Context: an optimization exercise on an open-source flow, tuned for small area, a short achievable clock period and few clock cycles per item. The choices shown serve that exercise and are no tape-out recipe.
The RTL was checked by simulation tests, not by an equivalence proof against the original design.
Power is estimated from default activity; no workload was simulated.

==> design.v <==
module dffhr (d, r, clk, q);
  parameter WIDTH = 1;
  input 			r;
  input 			clk;
  input 	[WIDTH-1:0] 	d;
  output 	[WIDTH-1:0] 	q;
  reg 		[WIDTH-1:0] 	q;
  always @ (posedge clk) 
    if ( r ) 
      q <= {WIDTH{1'b0}};
    else
      q <= d;
endmodule  
module sha1_add2 (x, y, s);
   input [31:0]  x, y;
   output [31:0] s;
   wire [31:0] p = x ^ y;
   wire [31:0] g0 = x & y;
   wire [31:0] g1, p1, g2, p2, g3, p3, g4, p4, g5;
   genvar i;
   generate
      for (i = 0; i < 32; i = i + 1) begin : l1
         if (i & 1) begin
            assign g1[i] = g0[i] | (p[i] & g0[i-1]);
            assign p1[i] = p[i] & p[i-1];
         end else begin
            assign g1[i] = g0[i];  assign p1[i] = p[i];
         end
      end
      for (i = 0; i < 32; i = i + 1) begin : l2
         if (i & 2) begin
            assign g2[i] = g1[i] | (p1[i] & g1[((i >> 1) << 1) - 1]);
            assign p2[i] = p1[i] & p1[((i >> 1) << 1) - 1];
         end else begin
            assign g2[i] = g1[i];  assign p2[i] = p1[i];
         end
      end
      for (i = 0; i < 32; i = i + 1) begin : l3
         if (i & 4) begin
            assign g3[i] = g2[i] | (p2[i] & g2[((i >> 2) << 2) - 1]);
            assign p3[i] = p2[i] & p2[((i >> 2) << 2) - 1];
         end else begin
            assign g3[i] = g2[i];  assign p3[i] = p2[i];
         end
      end
      for (i = 0; i < 32; i = i + 1) begin : l4
         if (i & 8) begin
            assign g4[i] = g3[i] | (p3[i] & g3[((i >> 3) << 3) - 1]);
            assign p4[i] = p3[i] & p3[((i >> 3) << 3) - 1];
         end else begin
            assign g4[i] = g3[i];  assign p4[i] = p3[i];
         end
      end
      for (i = 0; i < 32; i = i + 1) begin : l5
         if (i & 16) begin
            assign g5[i] = g4[i] | (p4[i] & g4[15]);
         end else begin
            assign g5[i] = g4[i];
         end
      end
   endgenerate
   assign s = p ^ {g5[30:0], 1'b0};
endmodule
module sha1_add3 (x, y, z, s);
   input [31:0]  x, y, z;
   output [31:0] s;
   wire [31:0] cs_s = x ^ y ^ z;
   wire [31:0] cs_c = (x & y) | (x & z) | (y & z);
   sha1_add2 add (.x(cs_s), .y({cs_c[30:0], 1'b0}), .s(s));
endmodule
module sha1_exec(clk, reset, start, data_in, load_in, cv,
  use_prev_cv, busy, out_valid, cv_next);
   input clk, reset;
   input start;
   input [31:0] data_in;
   input load_in;
   input [159:0] cv;
   input use_prev_cv;
   output        busy;
   output        out_valid;
   output [159:0] cv_next;
   reg            run;         
   reg [6:0]      e;           
   reg            feed_q;      
   reg            lost_q;      
   reg            have16;      
   reg            valid_q, busy_q;
   reg            is0, is1, le15, ring_q, ysel_q, last_q;
   reg            g0, g1, g2, g3;   
   reg            q1, q0, x12;      
   wire           start_nc = start & ~use_prev_cv;
   wire           step = is0 | (le15 ? feed_q : run);
   wire           pre = is0 | (is1 & ~feed_q & ~run);
   wire           stall = ~run & ~is0 & ~is1 & ~(le15 & feed_q);
   wire           start_rp = start & (~use_prev_cv | lost_q | stall);
   wire [6:0]     e_adv = step ? e + 7'd1 : e;
   wire           zero = reset | start_rp | last_q;
   wire [6:0]     e_n = zero ? 7'd0 : e_adv;
   always @(posedge clk) begin
      e       <= e_n;
      is0     <= zero | (e_adv == 7'd0);
      is1     <= ~zero & (e_adv == 7'd1);
      le15    <= zero | (e_adv <= 7'd15);
      ring_q  <= ~zero & (e_adv >= 7'd78);
      ysel_q  <= ~zero & (e_adv >= 7'd81);
      last_q  <= ~zero & (e_adv == 7'd82);
      g0      <= zero | (e_adv <= 7'd20);
      g1      <= ~zero & (e_adv >= 7'd21) & (e_adv <= 7'd40);
      g2      <= ~zero & (e_adv >= 7'd41) & (e_adv <= 7'd60);
      g3      <= ~zero & (e_adv >= 7'd61);
      q1      <= ~zero & (e_adv >= 7'd41);
      q0      <= ~zero & (((e_adv >= 7'd21) & (e_adv <= 7'd40)) | (e_adv >= 7'd61));
      x12     <= ~zero & (e_adv >= 7'd21) & (e_adv <= 7'd60);
      if (reset) begin
         run     <= 1'b0;
         feed_q  <= 1'b0;
         lost_q  <= 1'b0;
         have16  <= 1'b0;
         valid_q <= 1'b0;
         busy_q  <= 1'b1;
      end else begin
         run     <= start | (run & ~last_q);
         feed_q  <= load_in | (run & le15);
         lost_q  <= ~is0 & (lost_q | stall);
         have16  <= ~start & ~run & ~le15 & (feed_q | have16);
         valid_q <= last_q;
         busy_q  <= ~last_q;
      end
   end
   assign out_valid = valid_q;
   assign busy = busy_q;
   reg [479:0]    wv;
   reg [31:0]     dq;
   wire [31:0]    wx = wv[479:448] ^ wv[415:384] ^ wv[223:192] ^ wv[63:32];
   wire [31:0]    wgen = {wx[30:0], wx[31]};
   wire           push = run | (feed_q & le15);
   wire           dq_hold = ~run & ~le15 & (feed_q | have16);
   always @(posedge clk) begin
      if (push)
        wv <= {wv[447:0], dq};
      if (~dq_hold)
        dq <= run ? (le15 ? wv[479:448] : wgen) : data_in;
   end
   wire [31:0]    wt = dq;
   reg [159:0]    h_q;
   wire [31:0]    h0 = h_q[159:128];
   wire [31:0]    h1 = h_q[127:96];
   wire [31:0]    h2 = h_q[95:64];
   wire [31:0]    h3 = h_q[63:32];
   wire [31:0]    h4 = h_q[31:0];
   reg [31:0]     a, b, c, d, F, P;
   wire [31:0]    b30 = {b[1:0], b[31:2]};
   wire [31:0]    fch  = (a & b30) | (~a & c);
   wire [31:0]    fpar = a ^ b30 ^ c;
   wire [31:0]    fmaj = (a & b30) | (a & c) | (b30 & c);
   wire [31:0]    f = g0 ? fch : (g2 ? fmaj : fpar);
   wire [31:0]    K = {q1, ~g2, g1, g0, 1'b1, x12, 1'b1, g2,
                      ~q1, q0, g3, x12, x12, 1'b0, ~g1, x12,
                      ~g0, ~g2, ~g3, ~q0, ~g3, g2, g1, ~g2,
                      1'b1, q1, g1, ~g1, ~q0, q1, g3, ~q1};
   wire [31:0]    p_n;
   sha1_add3 add_p (.x(d), .y(wt), .z(K), .s(p_n));
   wire [31:0]    a_sum;
   sha1_add3 add_a (.x({a[26:0], a[31:27]}), .y(F), .z(P), .s(a_sum));
   always @(posedge clk) begin
      if (pre) begin
         a <= h1;
         b <= {h2[29:0], h2[31:30]};
         c <= h3;
         d <= h4;
      end else begin
         a <= is1 ? h0 : a_sum;
         b <= a;
         c <= b30;
         d <= c;
      end
      F <= f;
      P <= p_n;
   end
   wire [31:0]    y = ysel_q ? a : {a[1:0], a[31:2]};
   wire [31:0]    r_sum;
   sha1_add2 add_r (.x(h4), .y(y), .s(r_sum));
   always @(posedge clk)
     if (start_nc | ring_q)
       h_q <= ring_q ? {r_sum, h0, h1, h2, h3} : cv;
   assign cv_next = h_q;
endmodule  
==> flow/run.sh <==
#!/bin/bash
# Layout flow: the standard ORFS flow (standard.sh, unchanged synthesis),
# with the input/output port buffers inserted as buf_1 instead of ORFS's
# default pick (the resizer upsizes them where timing needs it), and clock
# tree synthesis without dummy loads.
# The make output goes to flow_make.log here; each ORFS step keeps its own
# log under orfs/logs/.
set -euo pipefail
export BUFFER_PORTS_ARGS="-buffer_cell sky130_fd_sc_hd__buf_1"
export CTS_ARGS="-sink_clustering_enable -repair_clock_nets -sink_clustering_size 25 -sink_clustering_max_diameter 150 -dont_use_dummy_load"
bash standard.sh finish > flow_make.log 2>&1
==> standard.sh <==
#!/bin/bash
# synth_recipe.tcl (not shown) runs the flow's synth.tcl, then flattens the netlist and writes it again
# the make line also repeats each setting of config.mk as NAME=value (left out here)
make -C /OpenROAD-flow-scripts/flow DESIGN_CONFIG=/design/flow/config.mk WORK_HOME=/design/flow/orfs CLKGATE_MAP_FILE= SYNTH_SCRIPT=/design/flow/synth_recipe.tcl "${@:-finish}"
==> config.mk <==
export PLATFORM = sky130hd
export DESIGN_NAME = sha1_exec
export DESIGN_NICKNAME = sha1_exec
export VERILOG_FILES = /design/flow/design.v
export SDC_FILE = /design/flow/constraint.sdc
export NUM_CORES = 4
export LEC_CHECK = 0
export ABC_AREA = 1
export CAP_MARGIN = 20
export CORE_MARGIN = 2
export CORE_UTILIZATION = 40
export CTS_CLUSTER_DIAMETER = 150
export CTS_CLUSTER_SIZE = 25
export SETUP_SLACK_MARGIN = 5
export SLEW_MARGIN = 20
==> constraint.sdc <==
create_clock -name core_clock -period 8.0 [get_ports {clk}]
set_input_delay 1.6000 -clock core_clock [delete_from_list [all_inputs] [get_ports {clk}]]
set_output_delay 1.6000 -clock core_clock [all_outputs]
set_load 0.01 [all_outputs]
==> results of run 1 <==
where the power goes:
group          internal (mW)  total (mW)  switching (mW)  leakage (nW)
registers               6.10        6.80           0.705          8.46
logic                   2.47        6.58            4.11          8.30
clock network          0.924        2.30            1.38         0.505
total                   9.49        15.7            6.19          17.3
layer usage:
layer	wire length (um)	part of all wire, %
met1	43200	47
met2	42600	46
met3	4820	5.2
met4	1860	2.0
met5	13	0.014
cell families (layout without fill, tap and decap cells):
kind of cell               Yosys count  count (layout)  synth area share [%]
DFF                                890             890                  64.1
AOI/OAI and AO/OA                  363             363                  5.27
buffers and inverters              402             724                  4.06
xor gates and xnor gates           126             126                  2.88
other                                0               2                     0
and+or+nand+nor                   1474            1475                  15.2
adders and majority gates          198             198                  8.49
worst max path at each step:
stage            start  depth (start not counted)     endpoint  slack, ns
5_1_grt         ysel_q                         13     h_q[145]       4.90
4_1_cts         ysel_q                         13     h_q[145]       4.95
6_report       h_q[19]                          1  cv_next[19]       5.03
3_3_place_gp    ysel_q                         13     h_q[145]       4.09
3_5_place_dp    ysel_q                         13     h_q[145]       4.06
2_1_floorplan    start                          2       h_q[0]       3.33
cells in the mapped netlist, drive strengths merged:
master	number	area [um^2]
nand2	1129	4260
and3	1	6.26
xnor2	106	928
a21boi	4	33.8
xor2	20	175
o21a	1	7.51
a21oi	91	459
nand3	137	708
o211ai	36	275
ha	95	1190
and2	1	6.26
a31oi	5	31.3
edfxtp	672	20200
dfxtp	218	4360
inv	295	1110
o21ai	178	891
nor3	12	60.1
nand4	4	25.0
a21o	6	45.0
buf	27	146
o22ai	33	206
o21bai	9	67.6
nor2	177	664
clkbuf	80	300
nand3b	7	52.6
fa	103	2060
or2	6	37.5
stage by stage:
stage / hold WS (ns) / utilization, % / area [um^2]
floorplan: 0.400 / - / 38400
global route: 0.432 / 44.6 / 42300
CTS: 0.417 / 44.5 / 42200
finish: 0.419 / 44.6 / 42300
global placement: 0.401 / 43.2 / 41000
detailed placement: 0.405 / 43.2 / 41000
flip-flops by register name (all words and copies together) (netlist names), 7 cells and up:
register,flops
e,7
h_q,160
c,32
P,32
dq,32
d,32
wv,480
F,32
b,32
a,32
layout make-up:
class	count	share of cell area (%)
flip-flops and latches	890	58.1
multi-input cells	2162	29.1
repair buffers	388	3.99
well taps	1265	3.74
inverters	295	2.66
clock buffers	41	2.42
diodes	2	0.0118
what timing repair did:
action	in CTS	in global routing
cloned	2	0
pin swaps	2	5
setup endpoints to repair	503	106
gates resized for setup	29	36
buffers inserted	1	9
==> run notes, run 1 <==
outcome finished clean; startpoint types flip-flop; maxcap violations 0; Crit Reg-Reg Startpoint ysel_q; share of cells above drive strength 1 3.68%; FF-to-FF End h_q[145]; Cells after Synth 3453; Num CTS Buffers 41; syn_area_per_cell 11.1 um^2; initial antenna violation count 3; Worst VDD drop 223 uV; layout net count 4173; GRT met2 Usage 29.5%; hold-critical path depth 0; worst-path cell chain buf_1; detailed router's first-iteration violation count 2131; power per cell area 370 mW/mm^2; Worst EP required 6.40 ns; Yosys reg bits 890; WP data arrival 1.37 ns; multi-input gate area in the final layout 0.0123 mm^2; Post-Place Setup Slack 4.06 ns; clock root buffer clkbuf_16; Max FO, Critical Path 3; GR Layer Usage met1 27.6%; RSZ-0062 raised after global routing yes; Worst slew margin 27.7%; die width 313 um; Netlist cell types 40; final std cells w/o fill 5043; setup_tns 0 ns; hold buffers post-CTS 0; clk slew on worst S/H paths 0.10 ns; DP Cell Count 4988; gpl congestion 0.887; Reg area 0.0246 mm^2; DP Wirelength 63900 um; Reg2Reg Setup Slack 5.11 ns; Clock Sinks 890; Pins Over Slew Limit 0; # setup viols final 0; LEAKAGE 17.3 nW; critical path's top delay family flip-flops; post-synthesis cell area 0.0383 mm^2; Final Power 15.7 mW; grt met3 use 2.14%; Hold WC Path Type reg2reg; global route overflow 0; clk latency of the worst-skew pair 0.60 ns; gr busiest metal met2; effective utilization at floorplan 40.4%; reg2reg path depth 13; post-route ant nets 0; H-tree levels 2; hold_sp wv[143]; Std-Cell Rows 113; Syn Nets 3848; skew final 0.0315 ns; Vias/cell 4.91; global-route wire length before repair 141000 um; CTS Buffer Depth 3; PnR worst setup slack 5.03 ns; Final Cycle Share 37.1%; Yosys warning count 1; Global Route Usage Sum 18.6%; CTS tree built; Final Hold Viols 0; CP Class reg2out; Hold Path End wv[175]; routed len/inst 18.3 um; Remaining DRCs 0; Via Count 24764; maximum clock rate 337 MHz; Die ar. 0.0982 mm^2; most frequent cells in the layout nand2_1, edfxtp_1, buf_1; synthesis-to-layout area growth 10.6%; core box area 0.0949 mm^2; Worst path max stage delay 0.58 ns; final wirelength 92500 um; Ports 359; first drt pass iteration count 5; actual slew at the worst max-slew pin 1.08 ns; Chip Height 313 um; FILL cells 8885; element type at the critical path end primary output; vias in the first global route 23721; fin crit period 2.97 ns; WP buf/inv 1; port buffer count 358; sequential fraction of the synthesis area 64.1%; most common library cell in the layout ignoring fill and taps nand2_1; Crit-path slowest cell edfxtp_1; pin count of the biggest net entering global routing 213
Testbench counts, summed over its fixed seeds: cycles 33,416, blocks 384.
==> run 2, diff against run 1 <==
--- a/design.v
+++ b/design.v
@@ -86,3 +86,3 @@
    reg            have16;      
-   reg            valid_q, busy_q;
+   reg            valid_q;
    reg            is0, is1, le15, ring_q, ysel_q, last_q;
@@ -119,3 +119,2 @@
          valid_q <= 1'b0;
-         busy_q  <= 1'b1;
       end else begin
@@ -126,3 +125,2 @@
          valid_q <= last_q;
-         busy_q  <= ~last_q;
       end
@@ -130,3 +128,3 @@
    assign out_valid = valid_q;
-   assign busy = busy_q;
+   assign busy = ~valid_q;
    reg [479:0]    wv;
--- a/config.mk
+++ b/config.mk
@@ -13,2 +13,3 @@
 export CTS_CLUSTER_SIZE = 25
+export PLACE_DENSITY = 0.72
 export SETUP_SLACK_MARGIN = 5
==> run 2 against run 1 <==
Effect of this change:
- non-clock buffer count fell by 3
- core utilization rose by 0.086 points
- clock power barely moved
- largest cell class unchanged
- synthesized cell count rose by 0.26%
- worst setup slack improved by 0.0082 ns
- critical path depth did not move
- flip-flop and latch count fell by 1
- clock-buffer cell count did not move
- design area rose by 0.34%
==> run notes, run 2 <==
CP Class reg2out; H-tree levels 2; clk latency of the worst-skew pair 0.62 ns; largest register by flop count wv; layout net count 4179; Post-synth top cells nand2_1, edfxtp_1, inv_1; Yosys warning count 1; RSZ-0062 raised after global routing yes; skew final 0.0499 ns; effective utilization at floorplan 40.4%; power per cell area 432 mW/mm^2; Chip Height 314 um; pin count of the biggest net entering global routing 212; maxcap violations 0; hold_sp wv[1]; Std-Cell Rows 113; port buffer count 358; Die ar. 0.0984 mm^2; Yosys reg bits 889; Cells after Synth 3462; setup_tns 0 ns; CTS Buffer Depth 3; top cell type's share of synthesized area 52.6%; CTS tree built; maximum clock rate 338 MHz; hold buffers post-CTS 0; most common library cell in the layout ignoring fill and taps nand2_1; Syn Nets 3857; clock root buffer clkbuf_16; Final Power 18.3 mW; fin crit period 2.96 ns; initial antenna violation count 2; Global Route Usage Sum 18.1%; WP data arrival 1.36 ns; largest family of logic cells by synthesized area simple AND/OR/NAND/NOR gates; core box area 0.0950 mm^2; Worst slew margin 30.9%; Ports 359; sequential fraction of the synthesis area 63.9%; Synth Area in XOR/XNOR 2.90%; first drt pass iteration count 6; critical path's top delay family flip-flops; main area contributors after synthesis edfxtp_1, dfxtp_1, nand2_1; vias in the first global route 23779; Post-Place Setup Slack 4.05 ns; share of cells above drive strength 1 4.07%; Crit-path slowest cell edfxtp_1; actual slew at the worst max-slew pin 1.04 ns; post-route ant nets 0; Via Count 25223; Synth area leader edfxtp_1; clk slew on worst S/H paths 0.10 ns; worst-path cell chain buf_1; element type at the critical path end primary output; Final Hold Viols 0; global route overflow 0; CP Launch Point h_q[19]; gpl congestion 0.878; Adder-Cell Fraction of Synth Area 8.47%; final wirelength 92400 um; Worst EP required 6.40 ns; Vias/cell 5.00; Netlist cell types 42; mux share of post-synthesis cell area 0%; WP buf/inv 1; largest registers wv: 480 flops, h_q: 160 flops; Post-Synth Simple-Gate Area 15.2%; EDFF count, synth 672; post-synthesis cell area 0.0384 mm^2; Crit Reg-Reg Startpoint ysel_q; LEAKAGE 17.3 nW; Final Cycle Share 37.0%; detailed router's first-iteration violation count 2422; dominant synthesized flop cell edfxtp_1; async set-or-reset flop fraction in the synthesized netlist 0%; Worst path max stage delay 0.56 ns; max reg flops 480; Max FO, Critical Path 3; startpoint types flip-flop; Min Hold Slack 0.408 ns; Remaining DRCs 0; fin util 44.7%; DP Wirelength 64000 um; syn_area_per_cell 11.1 um^2; Pins Over Slew Limit 0; global-route wire length before repair 138000 um; Clock Sinks 889; Num CTS Buffers 41; die width 314 um; Compound-Gate Fraction of Synth Area 5.30%; most frequent cells in the layout nand2_1, edfxtp_1, buf_1; Hold WC Path Type reg2reg; most used standard cell by instance count after synthesis nand2_1; # setup viols final 0; routed len/inst 18.3 um; PnR worst setup slack 5.04 ns; synthesis-to-layout area growth 10.7%; outcome finished clean; Worst VDD drop 244 uV
[run 2: cell count changes in the layout (fill, tap and decap cells not counted), sizes merged, moves of 2 or more]
cell,delta
o21ai,+2
inv,+5
buf,-3
nand2,+5
or2,-2
[run 2: kinds of logic (layout without fill, tap and decap cells)]
family | Yosys count | count (layout)
buffers and inverters | 408 | 726
AND/OR/NAND/NOR | 1477 | 1479
AO/OA/AOI/OAI | 365 | 365
other | 0 | 1
XOR/XNOR | 125 | 125
flip-flops | 889 | 889
adder cells (fa/ha/maj) | 198 | 198
[run 2: path summary, 6_finish.rpt]
check           endpoint  slack, ns  cells past startpoint
max reg2reg     h_q[145]       5.09                     13
min reg2reg       wv[33]       0.41                      0
max          cv_next[19]       5.04                      1
min               wv[33]       0.41                      0
[run 2: where the power goes]
group	switching [mW]	leakage (nW)	total, mW	internal [mW]
registers	0.950	8.44	7.50	6.55
clock network	1.35	0.505	2.28	0.923
logic	5.41	8.34	8.56	3.15
total	7.71	17.3	18.3	10.6
[run 2: timing repair]
action                     in CTS  in global routing
gates resized for setup        37                 38
pin swaps                       2                  6
setup buffers                   2                  3
cloned                          2                  3
setup endpoints to repair     470                252
[run 2: cell type report]
| class | instances | area, um^2 |
|---|---|---|
| clock buffer | 41 | 1030 |
| multi-input combinational | 2167 | 12400 |
| timing repair buffer | 385 | 1720 |
| tap | 1265 | 1580 |
| fill | 8742 | 52500 |
| inverter | 300 | 1150 |
| sequential | 889 | 24600 |
| antenna | 1 | 2.50 |
[run 2: through the flow]
step           cells  instance area, um^2
2_1_floorplan   3462                38400
3_3_place_gp    4995                41000
3_5_place_dp    4995                41000
4_1_cts         5040                42200
5_1_grt         5047                42500
6_report        5048                42500
[run 2: routing by layer]
metal	routed length [um]	part of all wire (%)	vias up	track usage, %
met5	12	0.013	-	0
met4	2040	2.2	2	4.32
met3	5740	6.2	129	2.04
met2	43500	47	968	29.7
met1	41100	44	12063	26.0
li1	-	-	12061	-
Testbench counts of run 2, summed over its fixed seeds: cycles 33,416, blocks 384.
==> run 3, diff against run 2 <==
--- a/design.v
+++ b/design.v
@@ -87,3 +87,3 @@
    reg            valid_q;
-   reg            is0, is1, le15, ring_q, ysel_q, last_q;
+   reg            is0, is1, le15, ring_q, last_q, fold_q;
    reg            g0, g1, g2, g3;   
@@ -103,5 +103,5 @@
       le15    <= zero | (e_adv <= 7'd15);
-      ring_q  <= ~zero & (e_adv >= 7'd78);
-      ysel_q  <= ~zero & (e_adv >= 7'd81);
-      last_q  <= ~zero & (e_adv == 7'd82);
+      ring_q  <= ~zero & (e_adv >= 7'd77);
+      last_q  <= ~zero & (e_adv == 7'd81);
+      fold_q  <= ~zero & (e_adv == 7'd79);
       g0      <= zero | (e_adv <= 7'd20);
@@ -164,11 +164,11 @@
       if (pre) begin
-         a <= h1;
-         b <= {h2[29:0], h2[31:30]};
-         c <= h3;
-         d <= h4;
+         a <= h0;
+         b <= {h1[29:0], h1[31:30]};
+         c <= h2;
+         d <= h3;
       end else begin
-         a <= is1 ? h0 : a_sum;
+         a <= is1 ? h4 : a_sum;
          b <= a;
          c <= b30;
-         d <= c;
+         d <= fold_q ? h1 : c;    
       end
@@ -177,3 +177,3 @@
    end
-   wire [31:0]    y = ysel_q ? a : {a[1:0], a[31:2]};
+   wire [31:0]    y = last_q ? a : {a[1:0], a[31:2]};
    wire [31:0]    r_sum;
@@ -182,4 +182,5 @@
      if (start_nc | ring_q)
-       h_q <= ring_q ? {r_sum, h0, h1, h2, h3} : cv;
-   assign cv_next = h_q;
+       h_q <= ring_q ? {r_sum, h0, h1, h2, last_q ? a_sum : h3} :
+                       {cv[127:0], cv[159:128]};
+   assign cv_next = {h4, h0, h1, h2, h3};
 endmodule  
==> run 3 against run 2 <==
Effect of this change:
- fmax decreased by 1.3%
- synthesized area up 1.5%
- critical path depth is 12 higher
- final cell count grew 1.9%
- first-iteration DRC count up 4.2%
- combinational power down 24%
- critical endpoint is now h_q[145]
- highest routed layer unchanged
- register-to-register slack got worse by 0.09 ns
- global-route usage up 1.5 points
- design area increased by 1.5%
- sequential share of layout area decreased by 0.86 points
- routed wire length grew 9.0%
- die area is 1.5% higher
==> run notes, run 3 <==
syn_area_per_cell 11.0 um^2; actual slew at the worst max-slew pin 1.10 ns; Synth area leader edfxtp_1; clock root buffer clkbuf_16; Hold WC Path Type reg2reg; initial antenna violation count 5; fin area 0.0431 mm^2; die width 316 um; Die ar. 0.0998 mm^2; largest registers wv: 480 flops, h_q: 160 flops; reg2reg path depth 13; sequential fraction of the synthesis area 63.0%; final std cells w/o fill 5144; Remaining DRCs 0; maxcap violations 0; core box area 0.0966 mm^2; Final Power 15.5 mW; hold_sp wv[313]; global route overflow 0; detailed router's first-iteration violation count 2524; clk latency of the worst-skew pair 0.60 ns; FF-to-FF End h_q[145]; Worst path max stage delay 0.44 ns; Cells after Synth 3547; most frequent cells in the layout nand2_1, edfxtp_1, buf_1; WP data arrival 3.32 ns; Worst EP required 8.32 ns; pin count of the biggest net entering global routing 226; most used standard cell by instance count after synthesis nand2_1; Flop pwr share 42.9%; gpl congestion 0.890; Clock Sinks 889; Final Cycle Share 37.5%; CTS tree built; RSZ-0062 raised after global routing yes; Chip Height 316 um; Vias/cell 5.14; worst-path cell chain buf_12 > buf_4 > o21ai_0 > ha_1 > nand2_1 > nand2_1 > nand3_1 > nand2_1 > a21oi_1 > nand2_4 > fa_1 > xnor2_2 > o21ai_0; Global Route Usage Sum 19.7%; Cell Area, Placed 0.0416 mm^2; P_sw 6.14 mW; first drt pass iteration count 6; largest register by flop count wv; Reg2Reg Setup Slack 5.00 ns; CTS Buffer Depth 3; post-synthesis cell area 0.0389 mm^2; Pins Over Slew Limit 0; share of cells above drive strength 1 4.76%; most common library cell in the layout ignoring fill and taps nand2_1; main area contributors after synthesis edfxtp_1, dfxtp_1, nand2_1; number of diodes 0; startpoint types flip-flop; top cell type's share of synthesized area 51.8%; async set-or-reset flop fraction in the synthesized netlist 0%; CP most frequent cell nand2_1; dominant synthesized flop cell edfxtp_1; Clk pwr share 14.9%; H-tree levels 2; skew final 0.0302 ns; max reg flops 480; power share of the combinational group 42.2%; Ports 359; vias in the first global route 24825; # setup viols final 0; Worst VDD drop 241 uV; Post-synth top cells nand2_1, edfxtp_1, inv_1; setup_tns 0 ns; Num CTS Buffers 41; Yosys warning count 1; effective utilization at floorplan 40.3%; element type at the critical path end flip-flop; Worst slew margin 26.7%; hold buffers post-CTS 0; clk slew on worst S/H paths 0.10 ns; critical path's top delay family adder cells; CP Class reg2reg; power per cell area 359 mW/mm^2; Net Sw Frac 39.6%; layout net count 4265; Hold Path End wv[345]; DP Cell Count 5079; EDFF count, synth 672; port buffer count 358; Crit Reg-Reg Startpoint last_q; Via Count 26459; Syn Nets 3942; fin crit period 3.00 ns; outcome finished clean; routed len/inst 19.6 um; final wirelength 101000 um; WP buf/inv 2; DP Wirelength 70300 um; global-route wire length before repair 149000 um; Int Power 9.34 mW; Final Hold Viols 0; maximum clock rate 334 MHz; synthesis-to-layout area growth 10.8%; Netlist cell types 48; Yosys reg bits 889; LEAKAGE 17.4 nW; Std-Cell Rows 114; post-route ant nets 0; Crit-path slowest cell fa_1; hold-critical path depth 0; Max FO, Critical Path 6
==> run 3: cell types whose count changed after synthesis, moves of 5 or more <==
| cell | previous run | this run |
|---|---|---|
| nand3_1 | 136 | 145 |
| clkbuf_1 | 74 | 85 |
| a21oi_1 | 90 | 120 |
| nor2_1 | 170 | 200 |
| nand2_1 | 1125 | 997 |
| inv_1 | 289 | 330 |
| o211ai_1 | 35 | 54 |
| nand3b_1 | 6 | 11 |
| o21ai_0 | 175 | 246 |
==> run 3: area by class of cell <==
cell class / count / area, um^2
Fill cell: 8835 / 53400
Sequential cell: 889 / 24600
Multi-Input combinational cell: 2200 / 12800
Timing Repair Buffer: 399 / 1830
Tap cell: 1276 / 1600
Inverter: 339 / 1300
Clock buffer: 41 / 1030
==> run 3: layer usage <==
metal	track usage, %	vias up	routed length, um
li1	-	12436	-
met1	29.1	12674	44400
met2	29.8	1171	44500
met3	3.02	174	8590
met4	6.19	4	3300
met5	0	-	21
==> run 3: timing repair <==
item | CTS | global route
setup endpoints to repair | 400 | 300
gates cloned | 1 | 1
setup buffers | 8 | 12
pin swaps | 2 | 4
resized for setup | 33 | 48
==> run 3: power by group through the flow <==
stage	combinational (mW)	sequential, mW	clock (mW)
2_1_floorplan	4.61	6.48	0
3_3_place_gp	5.91	6.70	0
3_5_place_dp	6.08	6.72	0
4_1_cts	6.25	6.63	2.38
5_1_grt	7.35	6.73	2.52
6_report	6.54	6.64	2.30
==> run 3: logic make-up (layout without fill, tap and decap cells) <==
family	count (synthesis)	in the layout	share of synthesized area, %
xor gates and xnor gates	124	124	2.79
and+or+nand+nor	1389	1390	14.3
buffers and inverters	459	779	4.55
adders and majority gates	198	198	8.35
DFF	889	889	63.0
AOI/OAI and AO/OA	488	488	6.99
==> run 3: worst max path at each step <==
stage,to,start,cells past startpoint
3_5_place_dp,h_q[145],last_q,10
2_1_floorplan,h_q[0],start,2
4_1_cts,h_q[145],last_q,10
3_3_place_gp,h_q[145],last_q,10
5_1_grt,h_q[145],last_q,14
6_report,h_q[145],last_q,13
==> run 3: metrics by stage <==
stage	utilization, %	hold WS [ns]	setup WS, ns
after floorplan	-	0.400	3.33
after global placement	43.1	0.400	4.22
after detailed placement	43.1	0.405	4.16
after CTS	44.4	0.415	4.93
after global routing	44.7	0.421	4.87
final	44.7	0.414	5.00
Testbench counts of run 3, summed over its fixed seeds: cycles 33,032, blocks 384.
==> run 4, diff against run 3 <==
--- a/design.v
+++ b/design.v
@@ -88,2 +88,3 @@
    reg            is0, is1, le15, ring_q, last_q, fold_q;
+   reg            ysel_q;      
    reg            g0, g1, g2, g3;   
@@ -105,2 +106,3 @@
       last_q  <= ~zero & (e_adv == 7'd81);
+      ysel_q  <= ~zero & (e_adv == 7'd81);
       fold_q  <= ~zero & (e_adv == 7'd79);
@@ -177,3 +179,3 @@
    end
-   wire [31:0]    y = last_q ? a : {a[1:0], a[31:2]};
+   wire [31:0]    y = ysel_q ? a : {a[1:0], a[31:2]};
    wire [31:0]    r_sum;
--- a/config.mk
+++ b/config.mk
@@ -13,3 +13,2 @@
 export CTS_CLUSTER_SIZE = 25
-export PLACE_DENSITY = 0.72
 export SETUP_SLACK_MARGIN = 5
==> run 4 against run 3 <==
Effect of this change:
- still clean
- synthesized cell count did not move
- die area did not move
- critical path depth fell by 12
- register-to-register slack improved by 0.09 ns
- largest cell class unchanged
==> run notes, run 4 <==
FF-to-FF End h_q[26]; Worst EP required 6.40 ns; Ports 359; Yosys reg bits 889; Crit-path slowest cell edfxtp_1; Via Count 25808; DP Wirelength 70300 um; layout net count 4262; maximum clock rate 340 MHz; Max FO, Critical Path 2; dominant synthesized flop cell edfxtp_1; Std-Cell Rows 114; Worst slew margin 24.3%; RSZ-0062 raised after global routing yes; Final Cycle Share 36.8%; skew final 0.0288 ns; CP Class reg2out; async set-or-reset flop fraction in the synthesized netlist 0%; reg2reg path depth 14; Num CTS Buffers 41; outcome finished clean; post-synthesis cell area 0.0389 mm^2; clock root buffer clkbuf_16; fin crit period 2.94 ns; die width 316 um; Die ar. 0.0998 mm^2; effective utilization at floorplan 40.3%; sequential fraction of the synthesis area 63.0%; syn_area_per_cell 11.0 um^2; actual slew at the worst max-slew pin 1.14 ns; # setup viols final 0; main area contributors after synthesis edfxtp_1, dfxtp_1, nand2_1; Hold WC Path Type reg2reg; max reg flops 480; setup_tns 0 ns; clk slew on worst S/H paths 0.10 ns; EDFF count, synth 672; Netlist cell types 48; Syn Nets 3942; share of cells above drive strength 1 5.02%; power per cell area 357 mW/mm^2; Synth area leader edfxtp_1; top cell type's share of synthesized area 51.8%; routed len/inst 19.6 um; pin count of the biggest net entering global routing 211; WP buf/inv 1; WP data arrival 1.34 ns; Remaining DRCs 0; synthesis-to-layout area growth 10.7%; Vias/cell 5.02; H-tree levels 2; most frequent cells in the layout nand2_1, edfxtp_1, buf_1; vias in the first global route 24187; final wirelength 101000 um; Cells after Synth 3547; Hold Path End wv[341]; Chip Height 316 um; Clock Sinks 889; hold-critical path depth 0; maxcap violations 0; Global Route Usage Sum 19.9%; largest register by flop count wv; most common library cell in the layout ignoring fill and taps nand2_1; Post-Place Setup Slack 4.15 ns; Worst path max stage delay 0.55 ns; hold_sp wv[309]; Pins Over Slew Limit 0; first drt pass iteration count 8; hold buffers post-CTS 0; Crit Reg-Reg Startpoint a[12]; Post-synth top cells nand2_1, edfxtp_1, inv_1; Reg2Reg Setup Slack 5.09 ns; detailed router's first-iteration violation count 2320; core box area 0.0966 mm^2; startpoint types flip-flop; critical path's top delay family flip-flops; Worst VDD drop 187 uV; initial antenna violation count 4; most used standard cell by instance count after synthesis nand2_1; global-route wire length before repair 150000 um; CTS Buffer Depth 3; post-route ant nets 0; PnR worst setup slack 5.06 ns; port buffer count 358; gpl congestion 0.856; global route overflow 0; clk latency of the worst-skew pair 0.60 ns; CTS tree built; worst-path cell chain buf_1; Final Hold Viols 0; element type at the critical path end primary output; largest registers wv: 480 flops, h_q: 160 flops; LEAKAGE 17.3 nW; Yosys warning count 1
## run 4: cell counts after synthesis
No cell type changed its count.
## run 4: what timing repair did
action | 4_1_cts | 5_1_grt
gates cloned | 0 | 1
pin swaps | 1 | 6
resized for setup | 34 | 58
buffers inserted | 8 | 10
setup endpoints to repair | 491 | 415
## run 4: routing by layer
layer / GRT usage, % / vias up / share of wire [%]
li1: - / 12434 / -
met1: 30.0 / 12432 / 47
met2: 30.2 / 826 / 45
met3: 2.83 / 114 / 6.6
met4: 4.71 / 2 / 2.1
met5: 0 / - / 0.011
## run 4: logic make-up (layout without fill, tap and decap cells)
kind of cell	count (synthesis)	in the layout	synth area share (%)
other cells	0	3	0
flops	889	889	63.0
xor+xnor	124	124	2.79
buf+inv	459	776	4.55
fa+ha+maj	198	198	8.35
simple gates	1389	1390	14.3
compound gates	488	488	6.99
## run 4: power breakdown
| part | switching, mW | total (mW) | internal (mW) |
|---|---|---|---|
| clock network | 1.39 | 2.31 | 0.924 |
| registers | 0.671 | 6.65 | 5.98 |
| logic | 3.99 | 6.43 | 2.44 |
## run 4: how the worst max path moves through the flow
| stage | endpoint | start | slack, ns | depth (start not counted) |
|---|---|---|---|---|
| detailed placement | h_q[145] | ysel_q | 4.15 | 10 |
| floorplan | h_q[0] | start | 3.33 | 2 |
| global route | h_q[25] | a[11] | 4.92 | 15 |
| global placement | h_q[145] | ysel_q | 4.16 | 10 |
| CTS | h_q[145] | ysel_q | 4.93 | 12 |
| finish | cv_next[15] | h_q[47] | 5.06 | 1 |
## run 4: stage by stage
step	total power [mW]	instance area [um^2]	cells	hold slack (ns)	utilization [%]
final	15.4	43100	5144	0.415	44.6
after CTS	15.3	42800	5130	0.414	44.4
after floorplan	11.1	39000	3547	0.400	-
after global routing	16.6	43100	5141	0.427	44.6
after detailed placement	12.8	41600	5081	0.405	43.1
after global placement	12.7	41600	5081	0.400	43.1
## run 4: cell type report
type | count | area [um^2]
clock buffer | 41 | 1030
timing repair buffer | 396 | 1730
antenna | 3 | 7.51
multi-input combinational | 2200 | 12800
fill | 9044 | 53500
tap | 1276 | 1600
inverter | 339 | 1300
sequential | 889 | 24600
Testbench counts of run 4, summed over its fixed seeds: cycles 33,032, blocks 384.

-- static timing again, ports no longer ideal --
The flow's constraints put no driver on any port. The routed layouts listed below were extracted and timed again, unchanged, in two steps. Step 1 sets driving cells, clkbuf_16 on the clock port and buf_2 on the other inputs (assumed; they add their load-dependent delay and slew). Step 2, shift: input delay + t, output delay - t, t = (earliest + latest rising clock arrival at the registers) / 2. This alone moves slack from input paths to output paths. a / b / c = no drivers / after step 1 / after step 2; a / b = the first two.
run | t (ns) | setup slack, ns | worst setup path after step 2
run 1 | 0.661 | 5.034 / 4.960 / 4.574 | input to register
run 2 | 0.664 | 5.042 / 4.971 / 4.596 | input to register
run 3 | 0.651 | 5.002 / 4.968 / 4.530 | input to register
run 4 | 0.655 | 5.059 / 4.990 / 4.478 | input to register
After both steps every run listed still meets setup and hold. The setup slack of run 4, which loses most, moves by -0.069 ns with the drivers and by -0.581 ns with both steps.
